Source: an optimization exercise on an open RTL-to-GDS flow (aim: small area). Production flows keep margins and buffers that such runs may drop.
In this exercise RTL edits were held to simulation tests only and were not proved equivalent to the original.
No activity file was given, so power comes from the tool's default toggle rates.

Design pong, start of the top module:
module pong(
  input   logic   CLK_DRV,
  input   logic   FPGA_RESET,
  input   logic   COIN_SW,
  input   logic   SW1A, SW1B,
  input   logic   PAD1_OUT, PAD2_OUT,
  output  logic   PAD_TRG_N,
  output  logic   CSYNC, VIDEO, SCORE,
  output  logic   SOUND
);
Settings: LEC_CHECK=0, ABC_AREA=1, CAP_MARGIN=20, CORE_MARGIN=2, CORE_UTILIZATION=40, SLEW_MARGIN=20; clock period 20.0 ns.
standard.sh (not shown) runs the stock make flow with config.mk's settings and CLKGATE_MAP_FILE= SYNTH_SCRIPT=/design/flow/synth_recipe.tcl, a recipe that flattens the netlist after the stock synthesis.
==> flow/flow/run.sh <==
#!/bin/bash
# Standard layout with four changes: the combinational logic is re-mapped for
# area before global placement (flow/restructure.tcl), combinational cells
# are sized down to their smallest drive after placement (flow/downsize.tcl),
# the clock tree is built of clkbuf_4 without dummy loads, and the port
# buffers are buf_1.
set -euo pipefail
export PRE_GLOBAL_PLACE_TCL="$PWD/flow/restructure.tcl"
export POST_RESIZE_TCL="$PWD/flow/downsize.tcl"
export CTS_ARGS="-sink_clustering_enable -repair_clock_nets -buf_list {sky130_fd_sc_hd__clkbuf_2 sky130_fd_sc_hd__clkbuf_4} -sink_clustering_size 30 -sink_clustering_max_diameter 100 -dont_use_dummy_load"
export BUFFER_PORTS_ARGS="-buffer_cell sky130_fd_sc_hd__buf_1"
bash standard.sh > standard.log 2>&1
Other scripts of this flow, unchanged in this note and not shown: flow/flow/downsize.tcl, flow/flow/restructure.tcl
The first run finished clean.
Edit:
--- a/flow/flow/run.sh
+++ b/flow/flow/run.sh
@@ -9,3 +9,3 @@
 export POST_RESIZE_TCL="$PWD/flow/downsize.tcl"
-export CTS_ARGS="-sink_clustering_enable -repair_clock_nets -buf_list {sky130_fd_sc_hd__clkbuf_2 sky130_fd_sc_hd__clkbuf_4} -sink_clustering_size 30 -sink_clustering_max_diameter 100 -dont_use_dummy_load"
+export CTS_ARGS="-sink_clustering_enable -repair_clock_nets -buf_list sky130_fd_sc_hd__clkbuf_4 -sink_clustering_size 12 -sink_clustering_max_diameter 60 -dont_use_dummy_load"
 export BUFFER_PORTS_ARGS="-buffer_cell sky130_fd_sc_hd__buf_1"
After rerunning:
- The changed run passed the timing, design-rule and antenna checks
- maximum frequency does not change
- flip-flop and latch count does not change
- final area does not change
- setup slack stays the same
- sequential share of layout area does not change
- wire length stays the same
- total power does not change
- hold slack stays the same
- register-to-register slack is about the same


Starting RTL as in the previous note.
Settings: LEC_CHECK=0, ABC_AREA=1, CAP_MARGIN=20, CORE_MARGIN=2, CORE_UTILIZATION=40, SLEW_MARGIN=20; clock period 20.0 ns.
==> flow/flow/run.sh <==
#!/bin/bash
# Standard layout with four changes: the combinational logic is re-mapped for
# area before global placement (flow/restructure.tcl), combinational cells
# are sized down to their smallest drive after placement (flow/downsize.tcl),
# the clock tree is built of clkbuf_8 without dummy loads, and the port
# buffers are buf_1.
set -euo pipefail
export PRE_GLOBAL_PLACE_TCL="$PWD/flow/restructure.tcl"
export POST_RESIZE_TCL="$PWD/flow/downsize.tcl"
export CTS_ARGS="-sink_clustering_enable -repair_clock_nets -buf_list sky130_fd_sc_hd__clkbuf_8 -sink_clustering_size 16 -sink_clustering_max_diameter 200 -dont_use_dummy_load"
export BUFFER_PORTS_ARGS="-buffer_cell sky130_fd_sc_hd__buf_1"
bash standard.sh > standard.log 2>&1
Other scripts of this flow, unchanged in this note and not shown: flow/flow/downsize.tcl, flow/flow/restructure.tcl
Edit:
==> flow/flow/run.sh (replaced) <==
#!/bin/bash
# Standard layout with four changes: the combinational logic is re-mapped for
# area before global placement (flow/restructure.tcl), combinational cells
# are sized down to their smallest drive after placement (flow/downsize.tcl),
# the clock tree is built of clkbuf_4 without dummy loads, and the port
# buffers are buf_1.
set -euo pipefail
export PRE_GLOBAL_PLACE_TCL="$PWD/flow/restructure.tcl"
export POST_RESIZE_TCL="$PWD/flow/downsize.tcl"
export CTS_ARGS="-sink_clustering_enable -repair_clock_nets -buf_list sky130_fd_sc_hd__clkbuf_4 -sink_clustering_size 30 -sink_clustering_max_diameter 100 -dont_use_dummy_load"
export BUFFER_PORTS_ARGS="-buffer_cell sky130_fd_sc_hd__buf_1"
bash standard.sh > standard.log 2>&1
ABC_AREA = not set   (was 1)
Maximum frequency rises by 10%.
Hold slack got worse by 26 ps.
Flip-flop and latch count does not change.
Die area went up by 5.0%.
Synthesized cell count drops by 9.4%.
Via count goes up by 2.3%.
Area after synthesis grows by 5.1%.
Routed wire length grows by 0.98%.
Clock-buffer cell count stays the same.
Total power decreases by 11%.
Cell area came out lower by 0.80%.


== sierra ==
pong, a different RTL version from the one above (not shown whole).
For scale: ~120 flip-flops, about 12 I/O pins, about 5700 um^2 of cells after synthesis.
export LEC_CHECK = 0
export ABC_AREA = 1
export CAP_MARGIN = 20
export CORE_MARGIN = 2
export CORE_UTILIZATION = 40
export SLEW_MARGIN = 20
create_clock -name core_clock -period 20.0 [get_ports {CLK_DRV}]
==> flow/flow/run.sh <==
#!/bin/bash
# Standard layout, with two changes: the clock tree is built without dummy
# loads (and with clkbuf_8 buffers), and the port buffers are the smallest buffer.
set -euo pipefail
export CTS_ARGS="-sink_clustering_enable -repair_clock_nets -buf_list sky130_fd_sc_hd__clkbuf_8 -sink_clustering_size 30 -sink_clustering_max_diameter 100 -dont_use_dummy_load"
export BUFFER_PORTS_ARGS="-buffer_cell sky130_fd_sc_hd__buf_1"
bash standard.sh > standard.log 2>&1
sierra: done, clean on timing, DRC and antenna
Input-level comparison between garnet and sierra:
Settings: an added CTS_BUF_LIST of sky130_fd_sc_hd__clkbuf_4; a deleted ABC_AREA that had been 1; an added CTS_CLUSTER_SIZE of 30; an added CTS_CLUSTER_DIAMETER of 100.
==> flow/run.sh (new file) <==
#!/bin/bash
# synth_recipe.tcl (not shown) runs the flow's synth.tcl, then flattens the netlist and writes it again
# the make line also repeats each setting of config.mk as NAME=value (left out here)
make -C /OpenROAD-flow-scripts/flow DESIGN_CONFIG=/design/flow/config.mk WORK_HOME=/design/flow/orfs CLKGATE_MAP_FILE= SYNTH_SCRIPT=/design/flow/synth_recipe.tcl finish
removed: flow/flow/run.sh
removed: flow/standard.sh
[summary]
- Changes observed in garnet relative to sierra: total power consumption of the routed design higher, number of violations reported at the end of detailed-routing iteration 0 higher, clock-buffer cell count higher.
- In the reports for sierra and garnet, the larger fraction of power consumed by sequential logic belongs to sierra.
- In terms of half-perimeter wire length of the detailed placement result, sierra and garnet differ only marginally.
--- input diff garnet..ember ---
Settings: setting ABC_AREA to 1 for the first time.
Findings:
Changes observed in ember relative to garnet: clock buffer and inverter area fraction after layout higher, smallest setup slack after layout higher, global routing usage summed across all routing layers higher, register-to-register slack higher, count of final setup violators roughly the same. garnet → ember: number of buffer and inverter instances along the worst setup path moved up; net switching fraction of the power lower.
Here is what was changed in the inputs of pepper compared with ember.
Settings: CTS_CLUSTER_SIZE removed (was 30); CTS_BUF_LIST removed (was sky130_fd_sc_hd__clkbuf_4); CTS_CLUSTER_DIAMETER removed (was 100).
==> flow/flow/run.sh (new file) <==
#!/bin/bash
# Standard layout, with two changes: the clock tree is built without dummy
# loads (and with clkbuf_4 buffers), and the port buffers are the smallest buffer.
set -euo pipefail
export CTS_ARGS="-sink_clustering_enable -repair_clock_nets -buf_list sky130_fd_sc_hd__clkbuf_4 -sink_clustering_size 30 -sink_clustering_max_diameter 100 -dont_use_dummy_load"
export BUFFER_PORTS_ARGS="-buffer_cell sky130_fd_sc_hd__buf_1"
bash standard.sh > standard.log 2>&1
==> flow/standard.sh (new file) <==
#!/bin/bash
# synth_recipe.tcl (not shown) runs the flow's synth.tcl, then flattens the netlist and writes it again
# the make line also repeats each setting of config.mk as NAME=value (left out here)
make -C /OpenROAD-flow-scripts/flow DESIGN_CONFIG=/design/flow/config.mk WORK_HOME=/design/flow/orfs CLKGATE_MAP_FILE= SYNTH_SCRIPT=/design/flow/synth_recipe.tcl "${@:-finish}"
removed: flow/run.sh
- Sort ember and pepper by via count of the routed design desc -> top: ember
- On wire length the detailed router placed on met1, ember and pepper are neck and neck.
- The setup slack of pepper is larger than that of ember.
- Per the final summary, pepper finished and its layout is clean on timing, DRC and antenna.

==> static timing again, ports no longer ideal <==
Ports are ideal in the flow. The routed layouts listed here were re-timed in OpenROAD. Step 1, drivers: a clkbuf_16 drives CLK_DRV and a buf_2 each remaining input, both assumed. Step 2 adds t to the input delays and takes it off the output delays; t is the mean of the earliest and latest rising clock arrival at the registers after step 1. Input paths then give back, and output paths get back, about the clock's delay inside the block. Slacks: ideal / step 1 / step 2; pairs: ideal / step 1.
run | shift t [ns] | setup WS [ns] | worst hold slack (ns)
the first run of note 1 | 0.532 | 5.405 / 5.386 / 5.386 | 0.377 / 0.377 / 0.377
the second run of note 1 | 0.532 | 5.405 / 5.386 / 5.386 | 0.377 / 0.377 / 0.377
the first run of note 2 | 0.453 | 5.377 / 5.358 / 5.358 | 0.384 / 0.384 / 0.384
the second run of note 2 | 0.544 | 6.760 / 6.738 / 6.738 | 0.358 / 0.358 / 0.358
sierra | 0.471 | 7.844 / 7.824 / 7.824 | 0.390 / 0.390 / 0.390
garnet | 0.558 | 6.757 / 6.737 / 6.737 | 0.389 / 0.389 / 0.389
ember | 0.583 | 7.099 / 7.078 / 7.078 | 0.400 / 0.400 / 0.400
pepper | 0.564 | 7.839 / 7.818 / 7.818 | 0.395 / 0.395 / 0.395
After both steps setup and hold are still met in every run listed. The setup slack of the second run of note 2, which loses most, moves by -0.022 ns with the drivers and by -0.022 ns with both steps.
